Background: an optimization exercise with open tools, aiming at small area. Do not read the settings as production practice.
Only simulation tests tie the RTL to the original design; equivalence was not proved.

$ cat flow/constraint.sdc
create_clock -name core_clock -period 25.0 [get_ports {CLK}]
set_input_delay 5.0000 -clock core_clock [delete_from_list [all_inputs] [get_ports {CLK}]]
set_output_delay 5.0000 -clock core_clock [all_outputs]
set_load 0.01 [all_outputs]
$ cat flow/design.v
`timescale 1ns / 1ps
module fibonacci_lfsr_64(CLK, nRST, r);
parameter SEED = 64'hFEEDBABEDEADBEEF;
input CLK, nRST;
output [8:0] r;
reg [72:0] e;
wire shift_in = e[63] ^ e[62] ^ e[60] ^ e[59];
always @(posedge CLK) begin
    if (!nRST) e <= {9'd0, SEED};
    else e <= {e[71:0], shift_in};
end
assign r = e[72:64];
endmodule
`timescale 1ns / 1ps
module stoch_decorr(CLK, nRST, a, rq, y);
input CLK, nRST;
input a;
input [4:0] rq;      
output y;
reg [3:0] k;
reg [1:0] buffer;
wire [3:0] c = k + {3'd0, a};
wire shift_in = (rq <= {k, 1'b0});
assign y = buffer[1];
always @(posedge CLK) begin
    if (!nRST) begin
        k <= 4'd0;
        buffer <= 2'd0;
    end
    else begin
        k <= (y & (c == 4'd0)) ? 4'd0 : c - {3'd0, y};
        buffer <= {buffer[0], shift_in};
    end
end
endmodule
`timescale 1ns / 1ps
module stoch_decorr_mat(CLK, nRST, A, rq, Y);
parameter N = 2;
input CLK, nRST;
input [N-1:0] A;
input [4:0] rq;
output [N-1:0] Y;
genvar i;
generate
    for (i = 0; i < N; i = i + 1) begin : el
        stoch_decorr decorr(
            .CLK(CLK),
            .nRST(nRST),
            .a(A[i]),
            .rq(rq),
            .y(Y[i])
            );
    end
endgenerate
endmodule
`timescale 1ns / 1ps
module stoch_dot_prod(CLK, nRST, u, v, y);
parameter VEC_LEN = 2;
parameter COUNTER_SIZE = 8;
input CLK, nRST;
input [VEC_LEN-1:0] u, v;
output y;
wire [VEC_LEN-1:0] c = u & v;
reg [COUNTER_SIZE-1:0] counter;
reg [COUNTER_SIZE-1:0] sum;
integer i;
always @(*) begin
    sum = {COUNTER_SIZE{1'b0}};
    for (i = 0; i < VEC_LEN; i = i + 1)
        sum = sum + c[i];
end
wire [COUNTER_SIZE-1:0] new_counter = counter + sum;
assign y = ~new_counter[COUNTER_SIZE-1] & (|new_counter[COUNTER_SIZE-2:0]);
always @(posedge CLK) begin
    if (!nRST) counter <= {COUNTER_SIZE{1'b0}};
    else counter <= new_counter - {{(COUNTER_SIZE-1){1'b0}}, y};
end
endmodule
`timescale 1ns / 1ps
module stoch_matrix_mult(CLK, nRST, A, B, Y);
parameter NUM_ROWS = 2;
parameter NUM_MID = 2;
input CLK, nRST;
input [(NUM_ROWS*NUM_MID)-1:0] A;
input [NUM_MID-1:0] B;
output [NUM_ROWS-1:0] Y;
genvar i;
generate
    for (i = 0; i < NUM_ROWS; i = i + 1) begin : row
        stoch_dot_prod #(.VEC_LEN(NUM_MID)) dot_prod(
            .CLK(CLK),
            .nRST(nRST),
            .u(A[(i*NUM_MID) +: NUM_MID]),
            .v(B),
            .y(Y[i])
            );
    end
endgenerate
endmodule
`timescale 1ns / 1ps
module stoch_square_root(CLK, nRST, a, r, rq, y);
input CLK, nRST;
input a;
input [8:0] r;
input [4:0] rq;
output y;
reg [7:0] m;
reg b_and;
wire y_decorr;
stoch_decorr decorr(
    .CLK(CLK),
    .nRST(nRST),
    .a(y),
    .rq(rq),
    .y(y_decorr)
    );
wire [7:0] new_m = m + {7'd0, a} - {7'd0, b_and};
wire [7:0] next_m = ($signed(new_m) < -8'sd25) ? -8'sd25 : new_m;
assign y = $signed(next_m) > $signed({2'b00, r[8:2]});
always @(posedge CLK) begin
    if (!nRST) begin
        m <= 8'd0;
        b_and <= 1'b0;
    end
    else begin
        m <= next_m;
        b_and <= y & y_decorr;
    end
end
endmodule
`timescale 1ns / 1ps
module stoch_l2_norm(CLK, nRST, u, r, rq, y);
parameter VEC_LEN = 2;
input CLK, nRST;
input [VEC_LEN-1:0] u;
input [8:0] r;
input [4:0] rq;
output y;
wire [VEC_LEN-1:0] u_decorr;
wire y_sq;
stoch_decorr_mat #(.N(VEC_LEN)) decorr(
    .CLK(CLK),
    .nRST(nRST),
    .A(u),
    .rq(rq),
    .Y(u_decorr)
    );
stoch_dot_prod #(.VEC_LEN(VEC_LEN)) dot_prod(
    .CLK(CLK),
    .nRST(nRST),
    .u(u),
    .v(u_decorr),
    .y(y_sq)
    );
stoch_square_root sq_root(
    .CLK(CLK),
    .nRST(nRST),
    .a(y_sq),
    .r(r),
    .rq(rq),
    .y(y)
    );
endmodule
`timescale 1ns / 1ps
module stoch_div(CLK, nRST, a, b, r, y);
input CLK, nRST;
input a, b;
input [4:0] r;       
output y;
reg [9:0] n;
reg b_and;
wire [9:0] new_n = n + {9'd0, a} - {9'd0, b_and};
wire [9:0] next_n = ($signed(new_n) < -10'sd50) ? -10'sd50 : new_n;
assign y = $signed(next_n) > $signed({1'b0, r});
always @(posedge CLK) begin
    if (!nRST) begin
        n <= 10'd0;
        b_and <= 1'b0;
    end
    else begin
        n <= next_n;
        b_and <= y & b;
    end
end
endmodule
`timescale 1ns / 1ps
module stoch_div_mat(CLK, nRST, A, B, r, Y);
parameter N = 2;
input CLK, nRST;
input [N-1:0] A, B;
input [4:0] r;
output [N-1:0] Y;
genvar i;
generate
    for (i = 0; i < N; i = i + 1) begin : el
        stoch_div div(
            .CLK(CLK),
            .nRST(nRST),
            .a(A[i]),
            .b(B[i]),
            .r(r),
            .y(Y[i])
            );
    end
endgenerate
endmodule
`timescale 1ns / 1ps
module stoch_power_iter(CLK, nRST, A, v, w, sigma, u);
parameter NUM_ROWS = 8;
parameter NUM_COLS = 8;
input CLK, nRST;
input [(NUM_ROWS*NUM_COLS)-1:0] A;
input [NUM_COLS-1:0] v;
output [NUM_ROWS-1:0] w;
output sigma;
output [NUM_ROWS-1:0] u;
wire [8:0] r;
wire [4:0] rq = {r[7:4], |r[3:0]};
fibonacci_lfsr_64 lfsr(
    .CLK(CLK),
    .nRST(nRST),
    .r(r)
    );
stoch_matrix_mult #(.NUM_ROWS(NUM_ROWS), .NUM_MID(NUM_COLS)) mv(
    .CLK(CLK),
    .nRST(nRST),
    .A(A),
    .B(v),
    .Y(w)
    );
stoch_l2_norm #(.VEC_LEN(NUM_ROWS)) norm(
    .CLK(CLK),
    .nRST(nRST),
    .u(w),
    .r(r),
    .rq(rq),
    .y(sigma)
    );
stoch_div_mat #(.N(NUM_ROWS)) div(
    .CLK(CLK),
    .nRST(nRST),
    .A(w),
    .B({NUM_ROWS{sigma}}),
    .r(r[5:1]),
    .Y(u)
    );
endmodule
$ cat flow/run.sh
#!/bin/bash
# synth_recipe.tcl (not shown) runs the flow's synth.tcl, then flattens the netlist and writes it again
# the make line also repeats each setting of config.mk as NAME=value (left out here)
make -C /OpenROAD-flow-scripts/flow DESIGN_CONFIG=/design/flow/config.mk WORK_HOME=/design/flow/orfs CLKGATE_MAP_FILE= SYNTH_SCRIPT=/design/flow/synth_recipe.tcl finish
$ cat flow/config.mk
export PLATFORM = sky130hd
export DESIGN_NAME = stoch_power_iter
export DESIGN_NICKNAME = stoch_power_iter
export VERILOG_FILES = /design/flow/design.v
export SDC_FILE = /design/flow/constraint.sdc
export NUM_CORES = 4
export LEC_CHECK = 0
export CAP_MARGIN = 20
export CORE_MARGIN = 2
export CORE_UTILIZATION = 40
export SLEW_MARGIN = 20
==> notes.md <==
## synth_stat cells, types with 10 or more instances
library cell / instances / share of area [%]
or2_2: 40 / 1.2
nor2b_1: 26 / 0.81
dfxtp_1: 296 / 29
nor3_1: 39 / 0.97
fa_1: 54 / 5.4
a21oi_1: 110 / 2.7
nor2_1: 254 / 4.7
o21a_1: 32 / 1.2
clkbuf_1: 43 / 0.80
a21o_1: 42 / 1.6
nor3b_1: 12 / 0.45
a211oi_1: 29 / 1.1
nand4_1: 20 / 0.62
and3_1: 12 / 0.37
o21ai_0: 65 / 1.6
xor2_1: 78 / 3.4
xnor2_1: 106 / 4.6
ha_1: 288 / 18
and2_1: 89 / 2.8
or3_1: 17 / 0.53
nand3_1: 45 / 1.1
buf_4: 16 / 0.60
mux2i_1: 18 / 0.89
inv_1: 240 / 4.5
nand2_1: 125 / 2.3
a41o_1: 10 / 0.50
nand2b_1: 82 / 2.5
o211ai_1: 19 / 0.71
## metal layers
layer / part of all wire (%) / GRT usage (%) / vias to the layer above / routed length, um
met3: 4.2 / 3.41 / 66 / 1810
met1: 48 / 21.7 / 7241 / 20600
met4: 2.4 / 4.90 / 0 / 1050
met2: 45 / 28.1 / 187 / 19500
met5: 0 / 0 / - / 0
li1: - / - / 8015 / -
## how the worst max path moves through the flow
stage	slack (ns)	startpoint	end
6_report	2.57	v[0]	sigma
5_1_grt	1.73	v[1]	sigma
2_1_floorplan	4.36	v[0]	sigma
3_3_place_gp	2.75	v[0]	sigma
4_1_cts	2.49	v[0]	sigma
3_5_place_dp	2.53	v[0]	sigma
## kinds of logic after synthesis
| logic type | count (synthesis) | synth area share [%] |
|---|---|---|
| and+or+nand+nor | 795 | 19.8 |
| AOI/OAI and AO/OA | 383 | 12.6 |
| adders and majority gates | 342 | 23.2 |
| buffers and inverters | 302 | 5.96 |
| DFF | 296 | 29.4 |
| xor gates and xnor gates | 184 | 7.99 |
| muxes | 21 | 1.06 |
## cell type report
cell class | count | share of cell area, %
Clock buffer | 52 | 4.64
Clock inverter | 14 | 0.601
Inverter | 241 | 3.96
Multi-Input combinational cell | 1725 | 57.0
Sequential cell | 296 | 25.9
Tap cell | 672 | 3.67
Timing Repair Buffer | 101 | 4.28
## critical path: cells and delay by family
kind | cells | cell delay [ns]
buffers and inverters | 8 | 1.79
AO/OA/AOI/OAI | 13 | 2.64
AND/OR/NAND/NOR | 10 | 1.85
adder cells (fa/ha/maj) | 15 | 6.19
## state kept, by name, indices dropped and copies added (netlist names), 8 cells and up
register	count
mv.row.dot_prod.counter	64
norm.decorr.el.decorr.buffer	16
norm.dot_prod.counter	8
div.el.div.n	80
norm.sq_root.m	8
lfsr.e	73
norm.decorr.el.decorr.k	32
div.el.div.b_and	8
## stage by stage
stage	setup slack (ns)
after floorplan	4.36
after global routing	1.73
after CTS	2.49
after detailed placement	2.53
final	2.57
after global placement	2.75
==> impl_metrics.py <==
metrics = {
    "layout": {
        "drive_above_1_share_pct": 5.15,
        "regArea_sq_um": 5930,
        "final_cell_mix": "296 x dfxtp_1, 288 x ha_1, 254 x nor2_1",
        "num_antenna_cells": 0,
        "fillers": 4840,
        "stdcell_area_sq_um": 22900,
        "final_nets": 2818,
        "multi_input_area_sq_um": 13000,
        "final_cell_count_no_fill": 3101,
        "final_common_cell": "dfxtp_1",
        "postLayoutCoreUtil_pct": 45.8,
        "areaGrowthSynthToFinish_pct": 13.5,
    },
    "synthesis": {
        "ys.flop_type": "dfxtp_1",
        "synthDistinctLibCells": 75,
        "synth-seq-cells": 296,
        "synth_seq_area_share_pct": 29.4,
        "syn_area_sq_um": 20200,
        "avgSynthCellArea_sq_um": 8.68,
        "syn-num-nets": 2739,
        "async_flop_share_pct": 0,
        "synth_cells": 2323,
        "synth_edf_count": 0,
        "yosysWarnings": 5,
    },
    "clock_tree": {
        "clockRootBuffer": "clkbuf_16",
        "clk_path_buf_depth": 3,
        "cts_setup_buffers": 0,
        "cts_buffers": 37,
        "clock_sinks": 296,
        "clk_latency_ns": 0.55,
        "clk_pin_slew_ns": 0.06,
        "cts_resized": 0,
        "hold_buffers": 0,
        "cts_tree": "yes",
        "cts.htree.levels": 2,
    },
    "sta": {
        "setup-tns-final_ns": 0,
        "skew_ns": 0.0124,
        "worst_pin_slew_ns": 0.944,
        "rsz0062_at_grt": "false",
        "finalMaxSlewViolations": 0,
        "hold_viol": 0,
        "slew_headroom_pct": 37.1,
        "finalCriticalPeriod_ns": 22.43,
        "period_share_pct": 89.7,
        "fmax_ghz": 0.0446,
        "whs_ns": 0.401,
        "final-setup-viol-count": 0,
    },
    "setup_path": {
        "rr_startpoint": "mv.row[3].dot_prod.counter[0]",
        "startpoint_type": "primary input",
        "cp-end-kind": "primary output",
        "critPathMaxStageDelay_ns": 0.69,
        "reg2reg_depth": 50,
        "cp.required_ns": 20.00,
        "slowest_stage": "clkdlybuf4s50_1",
        "r2r-end": "norm.sq_root.decorr.k[2]",
        "worstPathMaxFanout": 10,
        "cp_common_cell": "fa_1",
        "reg2reg_slack_ns": 12.94,
        "arrival_ns": 17.43,
        "path_class": "in2out",
    },
    "global_routing": {
        "grt_pass1_wl_um": 73800,
        "antenna_found_initial": 1,
        "grt_max_degree": 92,
        "grt_usage_pct": 16.7,
        "grt_pass1_vias": 15600,
        "gr-total-overflow": 0,
    },
    "die": {
        "io-pin-count": 91,
        "die_y_um": 229,
        "die_area_sq_um": 52200,
        "num_rows": 82,
        "initial_utilization_pct": 40.4,
        "dieWidth_um": 229,
        "fp.coreArea_sq_um": 50000,
    },
    "drt": {
        "wirelength_um": 43000,
        "postRouteAntennaNets": 0,
        "routedWlPerCell_um": 13.9,
        "drc_errors": 0,
        "vias": 15500,
        "dr.pass1.iters": 7,
        "drt-initial-drc-count": 778,
        "via_per_inst": 5.00,
    },
    "hold_path": {
        "hold_start": "lfsr.e[14]",
        "hold_depth": 1,
        "worstHoldPathType": "reg2reg",
        "min_to": "lfsr.e[15]",
    },
    "place": {
        "io_buffer_count": 90,
        "dp.cells": 3035,
        "dp_hpwl_um": 32000,
        "post_dp_cell_area_sq_um": 21700,
        "place_congestion": 0.849,
    },
    "run": {
        "drv_cap": 0,
    },
    "status": {
        "outcome": "finished clean",
    },
}

-- separate check: timing with driven ports --
The results above use ideal ports. As a check the final layout listed here was re-extracted and re-timed, cells and wires unchanged. Step 1 sets driving cells, clkbuf_16 on the clock port and buf_2 on the other inputs (assumed; they add their load-dependent delay and slew). Step 2 adds t to the input delays and takes it off the output delays; t is the mean of the earliest and latest rising clock arrival at the registers after step 1. Input paths then give back, and output paths get back, about the clock's delay inside the block. Slacks: no drivers / after step 1 / after step 2; pairs: no drivers / after step 1.
t, ns: 0.603
setup WS [ns]: 2.568 / 2.534 / 2.534
latest minus earliest clock arrival (ns): 0.013 / 0.012
slew at the worst register clock pin (ns): 0.06 / 0.06
pins driven straight from the clock port: 1
After both steps setup and hold are still met in this run. For this run, drivers alone change the setup slack by -0.034 ns; drivers and shift together by -0.034 ns.
